From an optimization exercise on the open Yosys and OpenROAD flow, aimed at small area; shortcuts taken in it are not production practice.
Function was checked by simulation only, so behaviour that the tests miss may differ from the original.
Power is estimated from default activity; no workload was simulated.

## flow/config.mk

```make
export PLATFORM = sky130hd
export DESIGN_NAME = top
export DESIGN_NICKNAME = top
export VERILOG_FILES = /design/flow/design.v
export SDC_FILE = /design/flow/constraint.sdc
export NUM_CORES = 4
export LEC_CHECK = 0
export CAP_MARGIN = 20
export CORE_MARGIN = 2
export CORE_UTILIZATION = 40
export SLEW_MARGIN = 20
```

## flow/constraint.sdc

```tcl
create_clock -name core_clock -period 10.0 [get_ports {clk}]
set_input_delay 2.0000 -clock core_clock [delete_from_list [all_inputs] [get_ports {clk}]]
set_output_delay 2.0000 -clock core_clock [all_outputs]
set_load 0.01 [all_outputs]
```

## flow/design.v

```verilog
module top (
	input clk, reset, button, button1, button2, button3,
	output [23:0] HDMI_TX_D, 
	output HDMI_TX_VS,  
	output HDMI_TX_HS, 
	output HDMI_TX_DE, 
	output HDMI_TX_CLK, 
	input HDMI_TX_INT,
	input HDMI_I2C_SDA_I,
	output HDMI_I2C_SDA_O,
	output HDMI_I2C_SCL,
	output READY        
	);
	wire [9:0] x,y;
	wire tick;
	wire [23:0] rgb_paddle1, rgb_paddle2, rgb_ball;
	wire ball_on, paddle1_on, paddle2_on;
	wire [9:0] x_paddle1, x_paddle2, y_paddle1, y_paddle2;
	wire [3:0] p1_score, p2_score;
	wire [1:0] game_state;
	vgaHdmi vgaHdmi (
		.clock      (clk),
		.reset      (~reset),
		.pixelH(x),
		.pixelV(y),
		.hsync      (HDMI_TX_HS),
		.vsync      (HDMI_TX_VS),
		.dataEnable (HDMI_TX_DE),
		.vgaClock   (HDMI_TX_CLK)
	);	
	render r1	(.clk(clk), .reset(reset), .x(x), .y(y), .video_on(HDMI_TX_DE), .rgb(HDMI_TX_D), .clk_1ms(tick),
					.paddle1_on(paddle1_on), .paddle2_on(paddle2_on), .ball_on(ball_on), 
					.rgb_paddle1(rgb_paddle1), .rgb_paddle2(rgb_paddle2), .rgb_ball(rgb_ball),
					.game_state(game_state));
	clock_divider c1 (.clk(clk), .reset(reset), .tick(tick));
	ball b1 	(.clk(clk), .tick(tick), .reset(reset), .x(x), .y(y),  .ball_on(ball_on), .rgb_ball(rgb_ball),
				.x_paddle1(x_paddle1), .x_paddle2(x_paddle2), .y_paddle1(y_paddle1), .y_paddle2(y_paddle2),
				.p1_score(p1_score), .p2_score(p2_score), .game_state(game_state));
	paddle p1	(.clk(clk), .tick(tick), .reset(reset), .x(x), .y(y),
					 .button(button), .button1(button1),  .button2(button2), .button3(button3),
					.paddle1_on(paddle1_on), .rgb_paddle1(rgb_paddle1), .paddle2_on(paddle2_on), .rgb_paddle2(rgb_paddle2),
					.x_paddle1(x_paddle1), .x_paddle2(x_paddle2), .y_paddle1(y_paddle1), .y_paddle2(y_paddle2) );
	game_state gs1 (.clk(clk), .reset(reset), .p1_score(p1_score), .p2_score(p2_score), .game_state(game_state));
	I2C_HDMI_Config #(
	.CLK_Freq (50000000), 
	.I2C_Freq (500000)    
	)
	I2C_HDMI_Config (
	.iCLK        (clk),
	.iRST_N      (reset),
	.I2C_SCLK    (HDMI_I2C_SCL),
	.I2C_SDAO    (HDMI_I2C_SDA_O),
	.I2C_SDAI    (HDMI_I2C_SDA_I),
	.HDMI_TX_INT (HDMI_TX_INT),
	.READY       (READY)
	);
endmodule
module vgaHdmi(
  input clock, reset,
  output reg [9:0]pixelH, pixelV,
  output reg hsync, vsync,
  output reg dataEnable,
  output reg vgaClock
);
wire pixEn = vgaClock;
always @(posedge clock) begin
  if(reset) begin
    hsync  <= 1;
    vsync  <= 1;
    pixelH <= 0;
    pixelV <= 0;
  end
  else if(pixEn) begin
    if(pixelH==0 && pixelV!=524) begin
      pixelH<=pixelH+1'b1;
      pixelV<=pixelV+1'b1;
    end
    else if(pixelH==0 && pixelV==524) begin
      pixelH <= pixelH + 1'b1;
      pixelV <= 0;  
    end
    else if(pixelH<=640) pixelH <= pixelH + 1'b1;
    else if(pixelH<=656) pixelH <= pixelH + 1'b1;
    else if(pixelH<=752) begin
      pixelH <= pixelH + 1'b1;
      hsync  <= 0;
    end
    else if(pixelH<799) begin
      pixelH <= pixelH+1'b1;
      hsync  <= 1;
    end
    else pixelH<=0;  
    if(pixelV == 491 || pixelV == 492)
      vsync <= 0;
    else
      vsync <= 1;
  end
end
always @(posedge clock) begin
  if(reset) dataEnable<= 0;
  else if(pixEn) begin
    if(pixelH >= 0 && pixelH <640 && pixelV >= 0 && pixelV < 480)
      dataEnable <= 1;
    else
      dataEnable <= 0;
  end
end
always @(posedge clock) begin
  if(reset) vgaClock <= 0;
  else      vgaClock <= ~vgaClock;
end
endmodule
module render(
	input clk, reset,
	input [9:0] x, y,
	input video_on,
	output [23:0]rgb,
	input clk_1ms,
	input paddle1_on, paddle2_on, ball_on, 
	input [23:0]rgb_paddle1, rgb_paddle2, rgb_ball,
	input [1:0] game_state
	);
	reg [23:0] rgb_reg;
	always @(posedge clk)
	begin
	if (!reset)
		rgb_reg <= 0;
	else
		begin
			if (game_state == 2'b01)
			begin
				if (paddle1_on)
					rgb_reg <= rgb_paddle1;
				else if (paddle2_on)
					rgb_reg <= rgb_paddle2;
				else if (ball_on)
					rgb_reg <= rgb_ball;
				else
					rgb_reg <= 24'b0;
			end
			else if (game_state == 2'b10)
				rgb_reg <= rgb_paddle1;
			else if (game_state == 2'b11)
				rgb_reg <= rgb_paddle2;
			else rgb_reg <= 0;
		end
	end
	assign rgb = (video_on) ? rgb_reg : 8'b0;
endmodule
module clock_divider(
    input clk, reset,
    output tick
    );
    localparam DIV = 127;
    reg clk_1ms;
    reg [27:0] i;
    assign tick = (i == DIV) && !clk_1ms;
	 always @ (posedge clk)
    begin
        if (!reset)
        begin
            i <= 0;
            clk_1ms <= 0;
        end
        else if (i == DIV)
        begin
            i <= 0;
            clk_1ms <= ~clk_1ms;
        end
        else i <= i+1;
    end
endmodule
module ball(
	input clk,tick,reset,
	input [9:0] x, y,
	output ball_on,
	output [23:0] rgb_ball,
	input [9:0] x_paddle1, x_paddle2, y_paddle1, y_paddle2,
	output reg [3:0]  p1_score, p2_score,
	input [1:0] game_state
	);
	localparam H_ACTIVE	= 640;
	localparam V_ACTIVE	= 480;
	localparam ball_width = 16;  
	localparam ball_height = 16; 
	localparam paddlewidth = 16;
	localparam paddleheight = 80;
	integer dx, dy;
	reg [9:0] x_ball, y_ball;
	always @ (posedge clk)
	begin
		if(!reset)
		begin
			x_ball <= H_ACTIVE/2;
			y_ball <= V_ACTIVE/2;
			p1_score <= 0;
			p2_score <= 0;	
			dx = 1;
			dy = 1;
		end
		else if (tick && game_state == 2'b01)
		begin
			if (y_ball == (ball_height/2)+1) 
				dy = dy*-1;
			if (y_ball == (V_ACTIVE-(ball_height/2)-1)) 
				dy = dy*-1;
			if (x_ball > (x_paddle2-ball_width/2) && y_ball > (y_paddle2 - paddleheight/2) && y_ball < (y_paddle2 + paddleheight/2))
				dx = dx*-1;
			if (x_ball < (x_paddle1+ball_width/2) && y_ball > (y_paddle1 - paddleheight/2) && y_ball < (y_paddle1 + paddleheight/2))
				dx = dx*-1;
			if (x_ball == (H_ACTIVE -ball_width/2)) 
			begin 
				x_ball <= H_ACTIVE/2;
				y_ball <= V_ACTIVE/2;
				dy = dy*-1;
				dx = dx*-1; 
				p1_score <= p1_score+1;
			end
			else if (x_ball == 0) 
			begin 
				x_ball <= H_ACTIVE/2;
				y_ball <= V_ACTIVE/2;
				dy = dy*-1;
				dx = dx*-1;
				p2_score <= p2_score+1;
			end
			else
			begin
				x_ball <= x_ball + dx;
				y_ball <= y_ball - dy;	
			end
		end
		else  
		begin
			x_ball <= x_ball;
			y_ball <= y_ball;
		end	
	end
	assign ball_on = (x >= x_ball-(ball_width/2) && x <= x_ball+(ball_width/2) && y >= y_ball-(ball_height/2) && y <= y_ball+(ball_height/2))?1:0;
	assign rgb_ball = 24'b111111111111111111111111; 
endmodule
module paddle(
	input clk, tick, reset,
	input button, button1, button2, button3,
	input [9:0] x, y,
	output paddle1_on,paddle2_on,
	output [23:0] rgb_paddle1, rgb_paddle2,
	output reg [9:0] x_paddle1,
	output reg [9:0] y_paddle1,
	output reg [9:0] x_paddle2,
	output reg [9:0] y_paddle2
	);
	localparam H_active = 640;
	localparam V_active = 480;
	localparam paddlewidth = 16;
	localparam paddleheight = 80;
	localparam L_position = 20;
	localparam R_position = 20;
	always @ (posedge clk)
	begin
		if(!reset)
		begin	
			x_paddle1 <= L_position + (paddlewidth/2);
			y_paddle1 <= V_active/2;
		end
		else if (tick && !button && y_paddle1-(paddleheight/2) > 0)
			y_paddle1 <= y_paddle1-1;
		else if (tick && !button1 && y_paddle1+(paddleheight/2) < V_active)
			y_paddle1 <= y_paddle1+1;
		else y_paddle1 <= y_paddle1;
	end
	assign paddle1_on = (x >= x_paddle1-(paddlewidth/2) && x <= x_paddle1+(paddlewidth/2) && y >= y_paddle1-(paddleheight/2) && y < y_paddle1+(paddleheight/2))?1:0;
	assign rgb_paddle1 = 24'b111111110000000000000000; 
	always @ (posedge clk)
	begin
		if(!reset)
		begin	
			x_paddle2 <= H_active-(R_position + (paddlewidth/2));
			y_paddle2 <= V_active/2;
		end
		else if (tick && !button2 && y_paddle2-(paddleheight/2) > 0)
			y_paddle2 <= y_paddle2-1;
		else if (tick && !button3 && y_paddle2+(paddleheight/2) < V_active )
			y_paddle2 <= y_paddle2+1;
		else y_paddle2 <= y_paddle2;
	end
	assign paddle2_on = (x >= x_paddle2-(paddlewidth/2) && x <= x_paddle2+(paddlewidth/2) && y >= y_paddle2-(paddleheight/2) && y < y_paddle2+(paddleheight/2))?1:0;
	assign rgb_paddle2 = 24'b000000000000000011111111;  
endmodule
module game_state(
	input clk, reset,
	input [3:0] p1_score, p2_score,
	output reg [1:0] game_state
	);
	localparam [3:0] win = 4'b0101;  
	always @ (posedge clk)
	begin
		if (!reset)
			game_state <= 0;
		else 
		begin
			if ( p1_score == win)
				game_state <= 2'b10; 
			else if ( p2_score == win)
				game_state <= 2'b11; 
			else 
				game_state <= 2'b01; 
		end
	end
endmodule
module I2C_HDMI_Config (	 
					iCLK,
					iRST_N,
					I2C_SCLK,
					I2C_SDAO,
					I2C_SDAI,
					HDMI_TX_INT,
					READY
					 );
input				iCLK;
input				iRST_N;
output			I2C_SCLK;
output			I2C_SDAO;
input				I2C_SDAI;
input				HDMI_TX_INT;
output READY ; 
reg	[15:0]	mI2C_CLK_DIV;
reg	[23:0]	mI2C_DATA;
reg				mI2C_CTRL_CLK;
reg				mI2C_GO;
wire				mI2C_END;
wire				mI2C_ACK;
reg	[15:0]	LUT_DATA;
reg	[5:0]		LUT_INDEX;
reg	[3:0]		mSetup_ST;
reg READY ; 
wire				mI2C_EN;
parameter	CLK_Freq	=	50000000;	 
parameter	I2C_Freq	=	20000;		 
parameter	LUT_SIZE	=	31;
assign	mI2C_EN = !mI2C_CTRL_CLK && !( mI2C_CLK_DIV	< (CLK_Freq/I2C_Freq) );
always@(posedge iCLK)
begin
	if(!iRST_N)
	begin
		mI2C_CTRL_CLK	<=	0;
		mI2C_CLK_DIV	<=	0;
	end
	else
	begin
		if( mI2C_CLK_DIV	< (CLK_Freq/I2C_Freq) )
			mI2C_CLK_DIV	<=	mI2C_CLK_DIV+1'b1;
		else
		begin
			mI2C_CLK_DIV	<=	0;
			mI2C_CTRL_CLK	<=	~mI2C_CTRL_CLK;
		end
	end
end
I2C_Controller 	u0	(	.CLOCK(iCLK),
						.EN(mI2C_EN),						 
						.I2C_SCLK(I2C_SCLK),				 
						.I2C_SDAO(I2C_SDAO),				 
						.I2C_SDAI(I2C_SDAI),				 
						.W_R(1'b0),
						.I2C_DATA(mI2C_DATA),			 
						.GO(mI2C_GO),						 
						.END(mI2C_END),					 
						.ACK(mI2C_ACK),					 
						.RESET(iRST_N)	);
always@(posedge iCLK)
begin
	if(!iRST_N)
	begin
	READY<=0;
		LUT_INDEX	<=	0;
		mSetup_ST	<=	0;
		mI2C_GO		<=	0;
	end
	else if(mI2C_EN)
	begin
		if(LUT_INDEX<LUT_SIZE)
		begin
		READY<=0;
			case(mSetup_ST)
			0:	begin
					mI2C_DATA	<=	{8'h72,LUT_DATA};
					mI2C_GO		<=	1;
					mSetup_ST	<=	1;
				end
			1:	begin
					if(mI2C_END)
					begin
						if(!mI2C_ACK)
						mSetup_ST	<=	2;
						else
						mSetup_ST	<=	0;							
						mI2C_GO		<=	0;
					end
				end
			2:	begin
					LUT_INDEX	<=	LUT_INDEX+1'b1;
					mSetup_ST	<=	0;
				end
			endcase
		end
		else
		begin
		  READY<=1; 
		  if(!HDMI_TX_INT)
		  begin
		    LUT_INDEX <= 0;
		  end
		  else
		    LUT_INDEX <= LUT_INDEX;
		end
	end
end
always @*
begin
	case(LUT_INDEX)
	0	:	LUT_DATA	=	16'h9803;   
	1	:	LUT_DATA	=	16'h0100;   
	2	:	LUT_DATA	=	16'h0218;   
	3	:	LUT_DATA	=	16'h0300;   
	4	:	LUT_DATA	=	16'h1470;   
	5	:	LUT_DATA	=	16'h1520;   
	6	:	LUT_DATA	=	16'h1630;   
	7	:	LUT_DATA	=	16'h1846;   
	8	:	LUT_DATA	=	16'h4080;   
	9	:	LUT_DATA	=	16'h4110;   
	10	:	LUT_DATA	=	16'h49A8;   
	11	:	LUT_DATA	=	16'h5510;   
	12	:	LUT_DATA	=	16'h5608;   
	13	:	LUT_DATA	=	16'h96F6;   
	14	:	LUT_DATA	=	16'h7307;   
	15	:	LUT_DATA	=	16'h761f;   
	16	:	LUT_DATA	=	16'h9803;   
	17	:	LUT_DATA	=	16'h9902;   
	18	:	LUT_DATA	=	16'h9ae0;   
	19	:	LUT_DATA	=	16'h9c30;   
	20	:	LUT_DATA	=	16'h9d61;   
	21	:	LUT_DATA	=	16'ha2a4;   
	22	:	LUT_DATA	=	16'ha3a4;   
	23	:	LUT_DATA	=	16'ha504;   
	24	:	LUT_DATA	=	16'hab40;   
	25	:	LUT_DATA	=	16'haf16;   
	26	:	LUT_DATA	=	16'hba60;   
	27	:	LUT_DATA	=	16'hd1ff;   
	28	:	LUT_DATA	=	16'hde10;   
	29	:	LUT_DATA	=	16'he460;   
	30	:	LUT_DATA	=	16'hfa7d;   
	default:		LUT_DATA	=	16'h9803;
	endcase
end
endmodule
module I2C_Controller (
	input  CLOCK,
	input  EN,
	input  [23:0]I2C_DATA,	
	input  GO,
	input  RESET,	
	input  W_R,
	input  I2C_SDAI,
	output I2C_SDAO,
	output I2C_SCLK,
	output END,	
	output ACK
);
I2C_WRITE_WDATA  wrd(
   .RESET_N  ( RESET),
	.PT_CK    ( CLOCK),
	.EN       ( EN   ),
	.GO       ( GO   ),
	.END_OK   ( END  ),
	.ACK_OK   ( ACK  ),
	.BYTE_NUM ( 8'd2 ),   
	.SDAI     ( I2C_SDAI ), 
	.SDAO     ( I2C_SDAO ), 
	.SCLO     ( I2C_SCLK ),	
	.SLAVE_ADDRESS( I2C_DATA[23:16] ),
	.REG_DATA     ( I2C_DATA[15:0]  ),
	.ST(), .CNT(), .BYTE()
);	
endmodule
module I2C_WRITE_WDATA  (
   input  				RESET_N ,
	input      		  	PT_CK,
	input      		  	EN,
	input      		  	GO,
	input      [15:0] REG_DATA,
	input      [7:0] 	SLAVE_ADDRESS,	
	input            	SDAI,
	output reg       	SDAO,
	output reg       	SCLO,
	output reg       	END_OK,
	output reg [7:0] 	ST ,
	output reg [7:0] 	CNT,
	output reg [7:0] 	BYTE,
	output reg       	ACK_OK,
   input      [7:0]  BYTE_NUM   
);
reg   [8:0]A ;
always @( posedge  PT_CK )begin
if (!RESET_N  ) begin
	  ST     <=0;
	  SDAO   <=1;
	  SCLO   <=1;
	  ACK_OK <=0;
	  CNT    <=0;
	  END_OK <=1;
	  BYTE   <=0;
	end
else if (EN)
	  case (ST)
	    0: begin   
		      SDAO   <=1; 
	         SCLO   <=1;
	         ACK_OK <=0;
	         CNT    <=0;
	         END_OK <=1;
	         BYTE   <=0;	
	         if (GO) ST  <=30 ;  
		    end	  
	    1: begin   
		      ST <=2 ; 
			   { SDAO,  SCLO } <= 2'b01; 
				A <= {SLAVE_ADDRESS ,1'b1 }; 
		    end
	    2: begin   
		      ST <=3 ; 
			   { SDAO,  SCLO } <= 2'b00; 
		    end
	    3: begin  
		      ST <=4 ; 
			   { SDAO, A } <= { A ,1'b0 }; 
		    end
	    4: begin  
		      ST <=5 ; 
			   SCLO <= 1'b1 ; 
				CNT <= CNT +1'b1 ;
		    end
	    5: begin  
			   SCLO <= 1'b0 ; 
			   if (CNT==9) begin
				     if ( BYTE == BYTE_NUM )  ST <= 6 ; 
					  else  begin 
					           CNT <=0 ; 
					           ST <= 2 ;
					                if ( BYTE ==0 ) begin BYTE <=1  ; A <= {REG_DATA[15:8] ,1'b1 }; end 
					           else if ( BYTE ==1 ) begin BYTE <=2  ; A <= {REG_DATA[7:0] ,1'b1 }; end 
							  end
					  if (SDAI ) ACK_OK <=1 ; 
				 end
				 else ST <= 2;
		    end
	    6: begin           
		      ST <=7 ; 
			   { SDAO,  SCLO } <= 2'b00; 
         end
	    7: begin           
		      ST <=8 ; 
			   { SDAO,  SCLO } <= 2'b01; 
         end
	    8: begin           
		      ST <=9 ; 
			   { SDAO,  SCLO } <= 2'b11; 
         end 
		9:	begin
		      ST     <= 30; 
				SDAO   <=1; 
	         SCLO   <=1;
	         CNT    <=0;
	         END_OK <=1;
	         BYTE   <=0;
		     end
		   30: begin
            if (!GO) ST  <=31;
          end			
		   31: begin  
		      END_OK<=0;
				ACK_OK<=0;
				ST    <=1;	
			end	
	  endcase 
 end
endmodule
```

## flow/run.sh

```bash
#!/bin/bash
# synth_recipe.tcl (not shown) runs the flow's synth.tcl, then flattens the netlist and writes it again
# the make line also repeats each setting of config.mk as NAME=value (left out here)
make -C /OpenROAD-flow-scripts/flow DESIGN_CONFIG=/design/flow/config.mk WORK_HOME=/design/flow/orfs CLKGATE_MAP_FILE= SYNTH_SCRIPT=/design/flow/synth_recipe.tcl finish
```

==> load_flow_metrics.sql <==
INSERT INTO impl_metrics (metric_group, metric, value, unit) VALUES
('place', 'place.detailed.hpwl', '25.2', 'mm'),
('grt', 'globalRouteTotalUtil', '0.188', ''),
('finish', 'layout_common_cells', 'sky130_fd_sc_hd__nor2_1 (187), sky130_fd_sc_hd__dfxtp_1 (170), sky130_fd_sc_hd__ha_1 (154)', ''),
('grt', 'grt.busiest_layer', 'met2', ''),
('clocking', 'cts_htree_levels', '4', ''),
('worst_setup_path', 'startpoint_type', 'flop', ''),
('finish', 'reg_top3', 'c1.i (28), I2C_HDMI_Config.mI2C_CLK_DIV (16), I2C_HDMI_Config.mI2C_DATA (16)', ''),
('drt', 'vias', '12400', ''),
('finish', 'final_design_area_no_fill', '15700', 'um2'),
('drt', 'detail_route.iter0.violations', '787', ''),
('finish', 'fillers', '3504', ''),
('logic_synthesis', 'part_of_the_yosys_area_used_for_sequential_elements', '0.286', ''),
('finish', 'final_layout_size_suffix_gt1_frac', '0.0389', ''),
('clocking', 'cts-root-to-sink-buffers', '2', ''),
('grt', 'grt_start_max_net_pins', '54', ''),
('logic_synthesis', 'yosys_most_used_dff', 'sky130_fd_sc_hd__dfxtp_1', ''),
('drt', 'finalWirelength', '35.3', 'mm'),
('worst_setup_path', 'critPathRequiredTime', '10.39', 'ns'),
('finish', 'antenna_cells_inserted', '0', ''),
('die', 'chipWidth', '195', 'um'),
('finish', 'max_flop_register', 'c1.i', ''),
('pwr', 'powerDensity', '121', 'nW/um2'),
('clocking', 'clock_edge_transition_at_the_registers_on_the_reported_setup_and_hold_paths', '0.09', 'ns'),
('logic_synthesis', 'synth.yosys.warnings', '8', ''),
('place', 'gp_routability_congestion', '0.887', ''),
('timing', 'finalCritPeriodShare', '0.523', ''),
('timing', 'timing.fmax', '191', 'MHz'),
('worst_hold_path', 'timing.hold.worst_endpoint', 'I2C_HDMI_Config.mI2C_CLK_DIV[0]$_SDFF_PN0_', ''),
('grt', 'grt-ovfl-total', '0', ''),
('drt', 'drc', '0', ''),
('logic_synthesis', 'netlist_instances', '1797', ''),
('grt', 'grt_antenna_before_repair', '0', ''),
('drt', 'postRouteAntennaNets', '0', ''),
('worst_hold_path', 'hold_path.startpoint', 'I2C_HDMI_Config.mI2C_CLK_DIV[0]$_SDFF_PN0_', ''),
('timing', 'final.setup.tns', '0', 'ns'),
('worst_hold_path', 'min_delay_path_depth', '1', ''),
('worst_setup_path', 'rr_startpoint', 'p1.y_paddle2[3]$_SDFFE_PN0P_', ''),
('pwr', 'static-leakage-power', '6.17', 'nW'),
('clocking', 'worstSkewPairLatency', '0.47', 'ns'),
('clocking', 'post_cts.repair.setup_buffers', '0', ''),
('worst_setup_path', 'rr_endpoint', 'b1.x_ball[9]$_SDFFE_PN0P_', ''),
('die', 'initial_utilization', '0.407', ''),
('place', 'postPlaceCellArea', '15100', 'um2'),
('logic_synthesis', 'synth-edff-count', '25', ''),
('drt', 'avgViaCountPerCell', '5.56', ''),
('run', 'drv.max_cap_violation_count', '0', ''),
('timing', 'setup_viol_count_final', '0', ''),
('place', 'pre_cts_ws', '4.87', 'ns'),
('logic_synthesis', 'share_of_flip_flops_with_an_asynchronous_set_or_reset', '0', ''),
('clocking', 'cts_tree', 'built', ''),
('timing', 'fin_skew', '0.0147', 'ns'),
('grt', 'grtUsageMet3', '0.0300', ''),
('die', 'fp.dieH', '195', 'um'),
('clocking', 'cts-hold-fix-buffers', '0', ''),
('clocking', 'ctsResizeCount', '0', ''),
('clocking', 'cts_inserted_buffers', '17', ''),
('worst_setup_path', 'critical_path.slowest_cell', 'sky130_fd_sc_hd__dfxtp_1', ''),
('finish', 'max_ffs_per_register', '28', ''),
('drt', 'wl_per_cell', '15.8', 'um'),
('worst_setup_path', 'list_of_cells_traversed_by_the_critical_path', 'inv_1, ha_1, nor2b_1, nand2b_1, xnor2_1, inv_1, ha_1, nand3_1, nor2_1, a41oi_1, a21oi_1, a2bb2oi_4, buf_4, xnor2_1, ha_1, a21o_1, a211oi_1, o21a_1, o21ai_0, nand3b_1, or4b_1, o2111ai_1', ''),
('logic_synthesis', 'syn_area_per_cell', '8.08', 'um2'),
('grt', 'grt_pass1_vias', '11400', ''),
('die', 'placement_rows', '69', ''),
('finish', 'finalNetCount', '1926', ''),
('worst_setup_path', 'cp_slowest_stage_delay', '0.54', 'ns'),
('run_status', 'status', 'complete, no violations', ''),
('worst_setup_path', 'r2r_cells', '22', ''),
('die', 'die_area', '37800', 'um2'),
('timing', 'timing_hold_violations_final', '0', ''),
('worst_setup_path', 'endpoint_kind', 'flop', ''),
('timing', 'period_needed', '5.23', 'ns');
[worst max-delay path: cells and delay by family (launching register included)]
| family | cells | cell delay (ns) |
|---|---|---|
| simple gates | 6 | 1.19 |
| flops | 1 | 0.54 |
| fa+ha+maj | 3 | 0.81 |
| compound gates | 8 | 1.52 |
| xor+xnor | 2 | 0.38 |
| buf+inv | 3 | 0.72 |
[layer usage]
layer / vias to the layer above / routed length (um)
li1: 6334 / -
met1: 5785 / 17300
met2: 267 / 15700
met3: 33 / 1790
met4: 0 / 514
met5: - / 0
[cell type report]
class                   instances  area [um2]  share of cell area
inverters                      75         282              0.0179
repair buffers                 51         473              0.0301
clock inverters                15         220              0.0140
multi-input cells            1420        9580               0.610
flip-flops and latches        195        4150               0.264
clock buffers                  17         425              0.0271
well taps                     461         577              0.0367
[kinds of logic (layout without fill, tap and decap cells)]
kind of cell               Yosys count  after routing  synth area share
and+or+nand+nor                    688            688             0.235
AOI/OAI and AO/OA                  384            384             0.169
DFF                                195            195             0.286
buffers and inverters              190            158            0.0578
adders and majority gates          159            159             0.139
xor gates and xnor gates           153            153            0.0942
muxes                               27             27            0.0186
other                                1              9          0.000258
[synthesized netlist by cell type, drive strengths merged, types with 8 or more instances]
cell | n | area (um2)
a211oi | 18 | 140
a21o | 21 | 158
a21oi | 111 | 563
and2 | 13 | 83.8
and3 | 26 | 163
buf | 44 | 292
clkbuf | 71 | 267
dfxtp | 170 | 3400
edfxtp | 25 | 751
ha | 154 | 1930
inv | 73 | 274
mux2i | 27 | 270
nand2 | 146 | 548
nand2b | 23 | 144
nand3 | 52 | 260
nand3b | 9 | 67.6
nand4 | 50 | 313
nor2 | 188 | 713
nor2b | 24 | 150
nor3 | 69 | 350
nor3b | 8 | 60.1
nor4 | 26 | 169
o2111ai | 14 | 123
o211ai | 20 | 150
o21a | 14 | 105
o21ai | 99 | 495
o22ai | 11 | 68.8
o31ai | 8 | 60.1
or3 | 27 | 169
xnor2 | 75 | 657
xor2 | 76 | 666
[worst max-delay path by stage]
stage,from,end,cells after the start,slack [ns]
after floorplan,p1.y_paddle1[3]$_SDFFE_PN0P_,b1.x_ball[9]$_SDFFE_PN0P_,22,5.53
after global placement,p1.y_paddle2[3]$_SDFFE_PN0P_,b1.x_ball[9]$_SDFFE_PN0P_,22,5.02
after detailed placement,p1.y_paddle1[3]$_SDFFE_PN0P_,b1.x_ball[9]$_SDFFE_PN0P_,21,4.87
after CTS,p1.y_paddle1[3]$_SDFFE_PN0P_,b1.x_ball[9]$_SDFFE_PN0P_,21,4.82
after global routing,p1.y_paddle1[3]$_SDFFE_PN0P_,b1.x_ball[9]$_SDFFE_PN0P_,21,4.28
final,p1.y_paddle2[3]$_SDFFE_PN0P_,b1.x_ball[9]$_SDFFE_PN0P_,22,4.77
[stage by stage]
step / utilization / hold WS (ns) / total power, mW / cells
after detailed placement: 0.423 / 0.433 / 1.18 / 2202
after global routing: 0.441 / 0.458 / 2.00 / 2234
final: 0.441 / 0.445 / 1.90 / 2234
after CTS: 0.441 / 0.445 / 1.92 / 2234
after floorplan: - / 0.413 / 1.12 / 1805
after global placement: 0.422 / 0.424 / 1.17 / 2202
[where the power goes]
part	internal, mW	leakage (nW)	switching [mW]
sequential	0.827	1.60	0.0603
combinational	0.120	4.26	0.156
clock	0.352	0.311	0.387

afterwards: timing with drivers on the ports:
Ports are ideal in the flow. The routed layout listed here was re-timed in OpenROAD. Step 1 (the two cells are an assumption about what drives the block):
set clk [get_ports {clk}]
set_driving_cell -lib_cell sky130_fd_sc_hd__clkbuf_16 $clk
set_driving_cell -lib_cell sky130_fd_sc_hd__buf_2 [delete_from_list [all_inputs] $clk]
Step 2 moves the port delays by t, midway between the first and last clock arrival at a register: inputs arrive t later, outputs are due t later. That takes back most of the time a late clock gives input paths. a / b / c = ideal / step 1 / step 2; a / b = the first two.
t, ns: 0.512
slack for setup (ns): 4.770 / 4.770 / 4.770
worst setup path after step 2: register to register
latest minus earliest clock arrival (ns): 0.014 / 0.015
worst register clock-pin slew, ns: 0.09 / 0.09
After both steps setup and hold are still met in this run. The setup slack of this run moves by 0.000 ns with the drivers and by 0.000 ns with both steps.
